This design comes from an exercise in tuning for small area and a short achievable clock period on the open sky130 flow, not from production work.
Function was checked by simulation only, so behaviour that the tests miss may differ from the original.
Power is estimated from default activity; no workload was simulated.

==> v13: inputs <==
// PGM
module PGM#(
    parameter    PLATFORM = "xilinx"
)(
input			clk,
input			rst_n,
input           cnt_rst,
input           lau_update_finish,
input     [47:0] timestamp,
input            in_pgm_addr_shift,
input            in_pgm_slot_shift, 
input	         in_pgm_test_start,       
input            test_stop, 
input     [11:0] in_pgm_pkt_1_len,
input     [11:0] in_pgm_pkt_2_len,
input     [11:0] in_pgm_pkt_3_len,
input     [11:0] in_pgm_pkt_4_len,
input     [11:0] in_pgm_pkt_5_len,
input     [11:0] in_pgm_pkt_6_len,
input     [11:0] in_pgm_pkt_7_len,
input     [11:0] in_pgm_pkt_8_len,
input	  [15:0] in_pgm_tb_1_size, 
input     [15:0] in_pgm_tb_1_rate,
input	  [15:0] in_pgm_tb_2_size, 
input     [15:0] in_pgm_tb_2_rate,
input	  [15:0] in_pgm_tb_3_size, 
input     [15:0] in_pgm_tb_3_rate,
input	  [15:0] in_pgm_tb_4_size, 
input     [15:0] in_pgm_tb_4_rate,
input	  [15:0] in_pgm_tb_5_size, 
  ...
clock: 18.0 ns
lec_check: 0
cap_margin: 20
core_margin: 2
core_utilization: 65
cts_buf_list: sky130_fd_sc_hd__clkbuf_8
cts_cluster_diameter: 100
cts_cluster_size: 30
slew_margin: 20
standard.sh (not shown) runs the stock make flow with config.mk's settings and CLKGATE_MAP_FILE= SYNTH_SCRIPT=/design/flow/synth_recipe.tcl, a recipe that flattens the netlist after the stock synthesis.
==> flow/flow/run.sh <==
#!/bin/bash
set -euo pipefail
HERE=$(cd "$(dirname "$0")" && pwd)
MARGIN=$(cat "$HERE/margin.txt")
KNOBS=(BUFFER_PORTS_ARGS="-buffer_cell sky130_fd_sc_hd__buf_1" SETUP_SLACK_MARGIN=$MARGIN)
if [[ -f "$HERE/knobs.txt" ]]; then
  while read -r kv; do [[ -n "$kv" ]] && KNOBS+=("$kv"); done < "$HERE/knobs.txt"
fi
bash standard.sh "${KNOBS[@]}" synth > synth.log 2>&1
bash standard.sh "${KNOBS[@]}" floorplan > floorplan.log 2>&1
bash standard.sh "${KNOBS[@]}" place > place.log 2>&1
bash standard.sh "${KNOBS[@]}" cts > cts.log 2>&1
bash standard.sh "${KNOBS[@]}" route > route.log 2>&1
bash standard.sh "${KNOBS[@]}" finish > finish.log 2>&1
==> flow/flow/margin.txt <==
11.5
==> v10: changes against v13 <==
--- a/flow/design.v
+++ b/flow/design.v
@@ -84,11 +84,10 @@
 assign len[5] = in_pgm_pkt_6_len; assign tbs[5] = in_pgm_tb_6_size; assign tbr[5] = in_pgm_tb_6_rate;
 assign len[6] = in_pgm_pkt_7_len; assign tbs[6] = in_pgm_tb_7_size; assign tbr[6] = in_pgm_tb_7_rate;
 assign len[7] = in_pgm_pkt_8_len; assign tbs[7] = in_pgm_tb_8_size; assign tbr[7] = in_pgm_tb_8_rate;
 reg  [3:0]  st;
 reg  [2:0]  idx;         
-reg         shift_r;     
 reg         gv;          
 reg  [2:0]  gidx;        
 reg  [11:0] L;           
 reg         Z;           
 reg  [7:0]  R8;          
@@ -98,28 +97,81 @@
 reg  [31:0] cnt [0:7];
 wire [11:0] SLe  = Z ? 12'd0 : L;
 wire        last = (R8 == 8'd0) || (R8 == 8'd1 && N == 4'd0);
 wire [31:0] seq  = cnt[idx];
 wire [31:0] inc  = seq + 32'd1;
-always @(posedge clk or negedge rst_n) begin
-    if (!rst_n) st <= S_R;
-    else case (st)
-        S_R:    st <= S_UDO;
-        S_UDO:  if (in_pgm_fifo_usedw <= 8'd5) st <= S_PRIO;
-        S_PRIO: if (gv) st <= S_SEL;
+function [16:0] ks16;
+    input [15:0] a, b;
+    input        cin;
+    reg   [15:0] g, p, G, P;
+    integer i, d;
+    begin
+        g = a & b;
+        p = a ^ b;
+        G = g;
+        P = p;
+        G[0] = g[0] | (p[0] & cin);
+        for (d = 1; d < 16; d = d * 2)
+            for (i = 15; i >= d; i = i - 1) begin
+                G[i] = G[i] | (P[i] & G[i-d]);
+                P[i] = P[i] & P[i-d];
+            end
+        ks16 = {G[15], p ^ {G[14:0], cin}};
+    end
+endfunction
+function kc16;
+    input [15:0] a, b;
+    input        cin;
+    reg   [15:0] G, T;
+    integer i, d;
+    begin
+        G = a & b;
+        T = a | b;
+        G[0] = G[0] | (T[0] & cin);
+        for (d = 1; d < 16; d = d * 2)
+            for (i = 15; i >= d; i = i - 1) begin
+                G[i] = G[i] | (T[i] & G[i-d]);
+                T[i] = T[i] & T[i-d];
+            end
+        kc16 = G[15];
+    end
+endfunction
+reg  [3:0] nst;
+always @(*) begin
+    case (st)
+        S_R:    nst = S_UDO;
+        S_UDO:  nst = (in_pgm_fifo_usedw <= 8'd5) ? S_PRIO : S_UDO;
+        S_PRIO: nst = gv ? S_SEL : S_PRIO;
         S_P9, S_AS, S_EXT:
-                st <= last ? S_E : (st == S_EXT ? S_EXT : st + 4'd1);
-        S_E:    st <= S_UDO;
-        default: st <= st + 4'd1;
+                nst = last ? S_E : (st == S_EXT ? S_EXT : st + 4'd1);
+        S_E:    nst = S_UDO;
+        default: nst = st + 4'd1;
     endcase
+end
+reg       o133, o132, vld, hrd;
+reg [3:0] nib;
+reg [5:0] haddr;
+always @(posedge clk or negedge rst_n) begin
+    if (!rst_n) begin
+        st <= S_R;
+        o133 <= 1'b0; o132 <= 1'b0; vld <= 1'b0; nib <= 4'd0;
+        hrd <= 1'b0; haddr <= 6'd0;
+    end
+    else begin
+        st   <= nst;
+        o133 <= nst[3] && nst != S_P5;
+        o132 <= nst[3] && nst != S_E;
+        vld  <= (nst == S_E);
+        nib  <= (nst == S_E) ? 4'd0 - N : 4'd0;
+        hrd  <= (st == S_SEL) || (st[3:2] == 2'b01);
+        haddr <= (st == S_SEL) ? {in_pgm_addr_shift, idx, 2'b00} :
+                 (st[3:2] == 2'b01) ? haddr + 6'd1 : 6'd0;
+    end
 end
 always @(posedge clk) begin
     if (st == S_PRIO && gv) idx <= gidx;
-    if (st == S_SEL) begin
-        shift_r <= in_pgm_addr_shift;
-        L <= len[idx];
-    end
+    if (st == S_SEL) L <= len[idx];
     if (st == S_P4) begin
         R8 <= SLe[11:4];
         N  <= SLe[3:0];
     end
     else if (st == S_P6 || st == S_P7 || st == S_P8 ||
@@ -159,19 +211,18 @@
         S_AS:  D <= {seq, 76'd0, slot_shift_cnt, 7'b0, slot_ID};
         default: D <= 128'd0;
     endcase
 end
 assign out_pgm_data[127:0]   = D;
-assign out_pgm_data[133]     = st[3] && st != S_P5;
-assign out_pgm_data[132]     = st[3] && st != S_E;
-assign out_pgm_data[131:128] = (st == S_E) ? 4'd0 - N : 4'd0;
+assign out_pgm_data[133]     = o133;
+assign out_pgm_data[132]     = o132;
+assign out_pgm_data[131:128] = nib;
 assign out_pgm_data_wr       = st[3];
-assign out_pgm_data_valid    = (st == S_E);
-assign out_pgm_data_valid_wr = (st == S_E);
-assign out_pgm_pkt_hdr_rd   = (st[3:2] == 2'b01) || (st == S_P5);
-assign out_pgm_pkt_hdr_addr = (st[3:2] == 2'b01) ? {shift_r, idx, st[1:0]} :
-                              (st == S_P5) ? {{shift_r, idx} + 4'd1, 2'b00} : 6'd0;
+assign out_pgm_data_valid    = vld;
+assign out_pgm_data_valid_wr = vld;
+assign out_pgm_pkt_hdr_rd    = hrd;
+assign out_pgm_pkt_hdr_addr  = haddr;
 localparam G_INIT = 3'b000, G_IDLE = 3'b001, G_W1 = 3'b100, G_W2 = 3'b101, G_RD = 3'b110;
 reg [2:0] gst;
 reg [4:0] gaddr;
 always @(posedge clk or negedge rst_n) begin
     if (!rst_n) begin
@@ -216,32 +267,49 @@
     else if (!upd) upd <= lau_update_finish;
     else if (test_stop) upd <= 1'b0;
     else slave <= in_pgm_slot_shift;
 end
 wire        shift = slave ^ in_pgm_slot_shift;
+reg  [7:0]  sel1;        
+reg  [15:0] nct;         
+always @(posedge clk) begin
+    if (st == S_PRIO && gv) sel1 <= 8'd1 << gidx;
+    if (st == S_SEL) nct <= 16'd0 - {4'd0, len[idx] + 12'd4};
+end
 wire        ct_on = (st == S_P1);
-wire [15:0] ctv   = {4'd0, L + 12'd4};
 wire [15:0] rt_all [0:7];
-wire [15:0] rt_deb = rt_all[idx] - ctv;
+reg  [15:0] rt_sel;
+integer si;
+always @(*) begin
+    rt_sel = 16'd0;
+    for (si = 0; si < 8; si = si + 1)
+        rt_sel = rt_sel | (rt_all[si] & {16{sel1[si]}});
+end
+wire [15:0] rt_deb = rt_sel + nct;
 genvar gi;
 generate for (gi = 0; gi < 8; gi = gi + 1) begin : g_tb
     reg  [15:0] RT;
     reg  [11:0] pl;
     assign rt_all[gi] = RT;
-    wire [15:0] t1 = (ct_on && idx == gi) ? rt_deb : RT;
-    wire [15:0] s  = t1 + tbr[gi];
-    wire        le = s <= tbs[gi];
+    wire [15:0] t1 = (ct_on && sel1[gi]) ? rt_deb : RT;
+    wire [16:0] u  = ks16(t1, tbr[gi], 1'b0);
+    wire [15:0] ps = tbs[gi] ^ ~t1 ^ ~tbr[gi];
+    wire [15:0] pc = (tbs[gi] & ~t1) | (tbs[gi] & ~tbr[gi]) | (~t1 & ~tbr[gi]);
+    wire [15:0] y  = {pc[14:0], 1'b1};
+    wire [16:0] yk = ks16(y, ps, 1'b1);    
+    wire        c  = yk[16];
+    wire        le = u[16] ? (pc[15] | c) : (pc[15] & c);
     reg  [15:0] alt;
     always @(*) begin
         if (!upd)           alt = lau_update_finish ? tbr[gi] : 16'd0;
         else if (test_stop) alt = 16'd0;
         else if (shift)     alt = tbs[gi];
         else                alt = t1;
     end
-    wire [15:0] rn = (upd && !test_stop && shift && le) ? s : alt;
+    wire [15:0] rn = (upd && !test_stop && shift && le) ? u[15:0] : alt;
     always @(posedge clk) begin
         RT <= rn;
         pl <= len[gi] + 12'd4;
     end
-    assign req[gi] = RT >= {4'd0, pl};
+    assign req[gi] = kc16(RT, ~{4'd0, pl}, 1'b1);    
 end endgenerate
 endmodule
==> flow/flow/margin.txt (replaced) <==
12.7
Settings changed: CORE_AREA set to 5 5 315 315, CORE_MARGIN 2 to not set, CORE_UTILIZATION 65 to not set, CTS_BUF_LIST sky130_fd_sc_hd__clkbuf_8 to not set, CTS_CLUSTER_DIAMETER 100 to not set, CTS_CLUSTER_SIZE 30 to not set, DIE_AREA set to 0 0 320 320.
==> v19: changes against v13 <==
--- a/flow/design.v
+++ b/flow/design.v
@@ -84,11 +84,10 @@
 assign len[5] = in_pgm_pkt_6_len; assign tbs[5] = in_pgm_tb_6_size; assign tbr[5] = in_pgm_tb_6_rate;
 assign len[6] = in_pgm_pkt_7_len; assign tbs[6] = in_pgm_tb_7_size; assign tbr[6] = in_pgm_tb_7_rate;
 assign len[7] = in_pgm_pkt_8_len; assign tbs[7] = in_pgm_tb_8_size; assign tbr[7] = in_pgm_tb_8_rate;
 reg  [3:0]  st;
 reg  [2:0]  idx;         
-reg         shift_r;     
 reg         gv;          
 reg  [2:0]  gidx;        
 reg  [11:0] L;           
 reg         Z;           
 reg  [7:0]  R8;          
@@ -98,28 +97,64 @@
 reg  [31:0] cnt [0:7];
 wire [11:0] SLe  = Z ? 12'd0 : L;
 wire        last = (R8 == 8'd0) || (R8 == 8'd1 && N == 4'd0);
 wire [31:0] seq  = cnt[idx];
 wire [31:0] inc  = seq + 32'd1;
-always @(posedge clk or negedge rst_n) begin
-    if (!rst_n) st <= S_R;
-    else case (st)
-        S_R:    st <= S_UDO;
-        S_UDO:  if (in_pgm_fifo_usedw <= 8'd5) st <= S_PRIO;
-        S_PRIO: if (gv) st <= S_SEL;
+function [16:0] ks16;
+    input [15:0] a, b;
+    input        cin;
+    reg   [15:0] g, p, G, P;
+    integer i, d;
+    begin
+        g = a & b;
+        p = a ^ b;
+        G = g;
+        P = p;
+        G[0] = g[0] | (p[0] & cin);
+        for (d = 1; d < 16; d = d * 2)
+            for (i = 15; i >= d; i = i - 1) begin
+                G[i] = G[i] | (P[i] & G[i-d]);
+                P[i] = P[i] & P[i-d];
+            end
+        ks16 = {G[15], p ^ {G[14:0], cin}};
+    end
+endfunction
+reg  [3:0] nst;
+always @(*) begin
+    case (st)
+        S_R:    nst = S_UDO;
+        S_UDO:  nst = (in_pgm_fifo_usedw <= 8'd5) ? S_PRIO : S_UDO;
+        S_PRIO: nst = gv ? S_SEL : S_PRIO;
         S_P9, S_AS, S_EXT:
-                st <= last ? S_E : (st == S_EXT ? S_EXT : st + 4'd1);
-        S_E:    st <= S_UDO;
-        default: st <= st + 4'd1;
-    endcase
+                nst = last ? S_E : (st == S_EXT ? S_EXT : st + 4'd1);
+        S_E:    nst = S_UDO;
+        default: nst = st + 4'd1;
+    endcase
+end
+reg       o133, o132, vld, hrd;
+reg [3:0] nib;
+reg [5:0] haddr;
+always @(posedge clk or negedge rst_n) begin
+    if (!rst_n) begin
+        st <= S_R;
+        o133 <= 1'b0; o132 <= 1'b0; vld <= 1'b0; nib <= 4'd0;
+        hrd <= 1'b0; haddr <= 6'd0;
+    end
+    else begin
+        st   <= nst;
+        o133 <= nst[3] && nst != S_P5;
+        o132 <= nst[3] && nst != S_E;
+        vld  <= (nst == S_E);
+        nib  <= (nst == S_E) ? 4'd0 - N : 4'd0;
+        hrd  <= (st == S_SEL) || (st[3:2] == 2'b01);
+        haddr <= (st == S_SEL) ? {in_pgm_addr_shift, idx, 2'b00} :
+                 (st[3:2] == 2'b01) ? haddr + 6'd1 : 6'd0;
+    end
 end
 always @(posedge clk) begin
     if (st == S_PRIO && gv) idx <= gidx;
-    if (st == S_SEL) begin
-        shift_r <= in_pgm_addr_shift;
-        L <= len[idx];
-    end
+    if (st == S_SEL) L <= len[idx];
     if (st == S_P4) begin
         R8 <= SLe[11:4];
         N  <= SLe[3:0];
     end
     else if (st == S_P6 || st == S_P7 || st == S_P8 ||
@@ -159,19 +194,18 @@
         S_AS:  D <= {seq, 76'd0, slot_shift_cnt, 7'b0, slot_ID};
         default: D <= 128'd0;
     endcase
 end
 assign out_pgm_data[127:0]   = D;
-assign out_pgm_data[133]     = st[3] && st != S_P5;
-assign out_pgm_data[132]     = st[3] && st != S_E;
-assign out_pgm_data[131:128] = (st == S_E) ? 4'd0 - N : 4'd0;
+assign out_pgm_data[133]     = o133;
+assign out_pgm_data[132]     = o132;
+assign out_pgm_data[131:128] = nib;
 assign out_pgm_data_wr       = st[3];
-assign out_pgm_data_valid    = (st == S_E);
-assign out_pgm_data_valid_wr = (st == S_E);
-assign out_pgm_pkt_hdr_rd   = (st[3:2] == 2'b01) || (st == S_P5);
-assign out_pgm_pkt_hdr_addr = (st[3:2] == 2'b01) ? {shift_r, idx, st[1:0]} :
-                              (st == S_P5) ? {{shift_r, idx} + 4'd1, 2'b00} : 6'd0;
+assign out_pgm_data_valid    = vld;
+assign out_pgm_data_valid_wr = vld;
+assign out_pgm_pkt_hdr_rd    = hrd;
+assign out_pgm_pkt_hdr_addr  = haddr;
 localparam G_INIT = 3'b000, G_IDLE = 3'b001, G_W1 = 3'b100, G_W2 = 3'b101, G_RD = 3'b110;
 reg [2:0] gst;
 reg [4:0] gaddr;
 always @(posedge clk or negedge rst_n) begin
     if (!rst_n) begin
@@ -216,30 +250,48 @@
     else if (!upd) upd <= lau_update_finish;
     else if (test_stop) upd <= 1'b0;
     else slave <= in_pgm_slot_shift;
 end
 wire        shift = slave ^ in_pgm_slot_shift;
+reg  [7:0]  sel1;        
+reg  [15:0] nct;         
+always @(posedge clk) begin
+    if (st == S_PRIO && gv) sel1 <= 8'd1 << gidx;
+    if (st == S_SEL) nct <= 16'd0 - {4'd0, len[idx] + 12'd4};
+end
 wire        ct_on = (st == S_P1);
-wire [15:0] ctv   = {4'd0, L + 12'd4};
 wire [15:0] rt_all [0:7];
-wire [15:0] rt_deb = rt_all[idx] - ctv;
+reg  [15:0] rt_sel;
+integer si;
+always @(*) begin
+    rt_sel = 16'd0;
+    for (si = 0; si < 8; si = si + 1)
+        rt_sel = rt_sel | (rt_all[si] & {16{sel1[si]}});
+end
+wire [16:0] rt_dbk = ks16(rt_sel, nct, 1'b0);
+wire [15:0] rt_deb = rt_dbk[15:0];
 genvar gi;
 generate for (gi = 0; gi < 8; gi = gi + 1) begin : g_tb
     reg  [15:0] RT;
     reg  [11:0] pl;
     assign rt_all[gi] = RT;
-    wire [15:0] t1 = (ct_on && idx == gi) ? rt_deb : RT;
-    wire [15:0] s  = t1 + tbr[gi];
-    wire        le = s <= tbs[gi];
+    wire [15:0] t1 = (ct_on && sel1[gi]) ? rt_deb : RT;
+    wire [16:0] u  = ks16(t1, tbr[gi], 1'b0);
+    wire [15:0] ps = tbs[gi] ^ ~t1 ^ ~tbr[gi];
+    wire [15:0] pc = (tbs[gi] & ~t1) | (tbs[gi] & ~tbr[gi]) | (~t1 & ~tbr[gi]);
+    wire [15:0] y  = {pc[14:0], 1'b1};
+    wire [16:0] yk = ks16(y, ps, 1'b1);    
+    wire        c  = yk[16];
+    wire        le = u[16] ? (pc[15] | c) : (pc[15] & c);
     reg  [15:0] alt;
     always @(*) begin
         if (!upd)           alt = lau_update_finish ? tbr[gi] : 16'd0;
         else if (test_stop) alt = 16'd0;
         else if (shift)     alt = tbs[gi];
         else                alt = t1;
     end
-    wire [15:0] rn = (upd && !test_stop && shift && le) ? s : alt;
+    wire [15:0] rn = (upd && !test_stop && shift && le) ? u[15:0] : alt;
     always @(posedge clk) begin
         RT <= rn;
         pl <= len[gi] + 12'd4;
     end
     assign req[gi] = RT >= {4'd0, pl};
==> flow/flow/margin.txt (replaced) <==
12.7
Settings changed: CORE_AREA set to 5 5 315 315, CORE_MARGIN 2 to not set, CORE_UTILIZATION 65 to not set, CTS_BUF_LIST sky130_fd_sc_hd__clkbuf_8 to not set, CTS_CLUSTER_DIAMETER 100 to not set, CTS_CLUSTER_SIZE 30 to not set, DIE_AREA set to 0 0 320 320.
==> v26: changes against v13 <==
--- a/flow/design.v
+++ b/flow/design.v
@@ -226,20 +226,24 @@
 generate for (gi = 0; gi < 8; gi = gi + 1) begin : g_tb
     reg  [15:0] RT;
     reg  [11:0] pl;
     assign rt_all[gi] = RT;
     wire [15:0] t1 = (ct_on && idx == gi) ? rt_deb : RT;
-    wire [15:0] s  = t1 + tbr[gi];
-    wire        le = s <= tbs[gi];
+    wire [16:0] u  = {1'b0, t1} + {1'b0, tbr[gi]};
+    wire [15:0] ps = tbs[gi] ^ ~t1 ^ ~tbr[gi];
+    wire [15:0] pc = (tbs[gi] & ~t1) | (tbs[gi] & ~tbr[gi]) | (~t1 & ~tbr[gi]);
+    wire [15:0] y  = {pc[14:0], 1'b1};
+    wire        c  = y >= ~ps;
+    wire        le = u[16] ? (pc[15] | c) : (pc[15] & c);
     reg  [15:0] alt;
     always @(*) begin
         if (!upd)           alt = lau_update_finish ? tbr[gi] : 16'd0;
         else if (test_stop) alt = 16'd0;
         else if (shift)     alt = tbs[gi];
         else                alt = t1;
     end
-    wire [15:0] rn = (upd && !test_stop && shift && le) ? s : alt;
+    wire [15:0] rn = (upd && !test_stop && shift && le) ? u[15:0] : alt;
     always @(posedge clk) begin
         RT <= rn;
         pl <= len[gi] + 12'd4;
     end
     assign req[gi] = RT >= {4'd0, pl};
Settings changed: CTS_BUF_LIST sky130_fd_sc_hd__clkbuf_8 to not set, CTS_CLUSTER_DIAMETER 100 to not set, CTS_CLUSTER_SIZE 30 to not set.
==> comparison <==
v19 passed the timing, design-rule and antenna checks. v13 never finished: it broke off in I/O pin placement (3_2_place_iop). v26 aborted during I/O pin placement (3_2_place_iop), error PPL-0024. v10 produced a clean layout.
In v10 the worst setup slack is worse than in v19, by 0.051 ns.
Against v19, the clock skew of v10 is higher by 0.0018 ns.
Between v19 and v10, the lower combinational power is in v10 (gap about 90%, measured against v10).
First-iteration DRC count: v10 is larger than v19 (11%).
Against v19, the sequential share of layout area of v10 is higher by 0.38 points.
Against v10, the sequential power of v19 is higher by 9.1%.
Non-clock buffer count: v19 is lower than v10 (14).
Of v19 and v10, v10 has the higher wire length (gap 2.8%, measured against v10).

afterwards: timing with drivers on the ports:
The results above use ideal ports. As a check the final layouts listed here were re-extracted and re-timed, cells and wires unchanged.
Step 1 sets driving cells, clkbuf_16 on the clock port and buf_2 on the other inputs (assumed; they add their load-dependent delay and slew).
Step 2 adds t to the input delays and takes it off the output delays; t is the mean of the earliest and latest rising clock arrival at the registers after step 1. Input paths then give back, and output paths get back, about the clock's delay inside the block.
Slacks: ideal ports / drivers / drivers and shift; pairs: ideal ports / drivers.
| run | t (ns) | slack for setup (ns) | hold slack, ns | worst setup path at the end |
|---|---|---|---|---|
| v10 | 0.803 | 12.169 / 12.169 / 11.434 | 0.318 / 0.318 / 0.318 | input to register |
| v19 | 0.809 | 12.220 / 12.155 / 11.346 | 0.319 / 0.319 / 0.319 | input to register |
After both steps every run listed still meets setup and hold. The setup slack of v19, which loses most, moves by -0.065 ns with the drivers and by -0.874 ns with both steps.
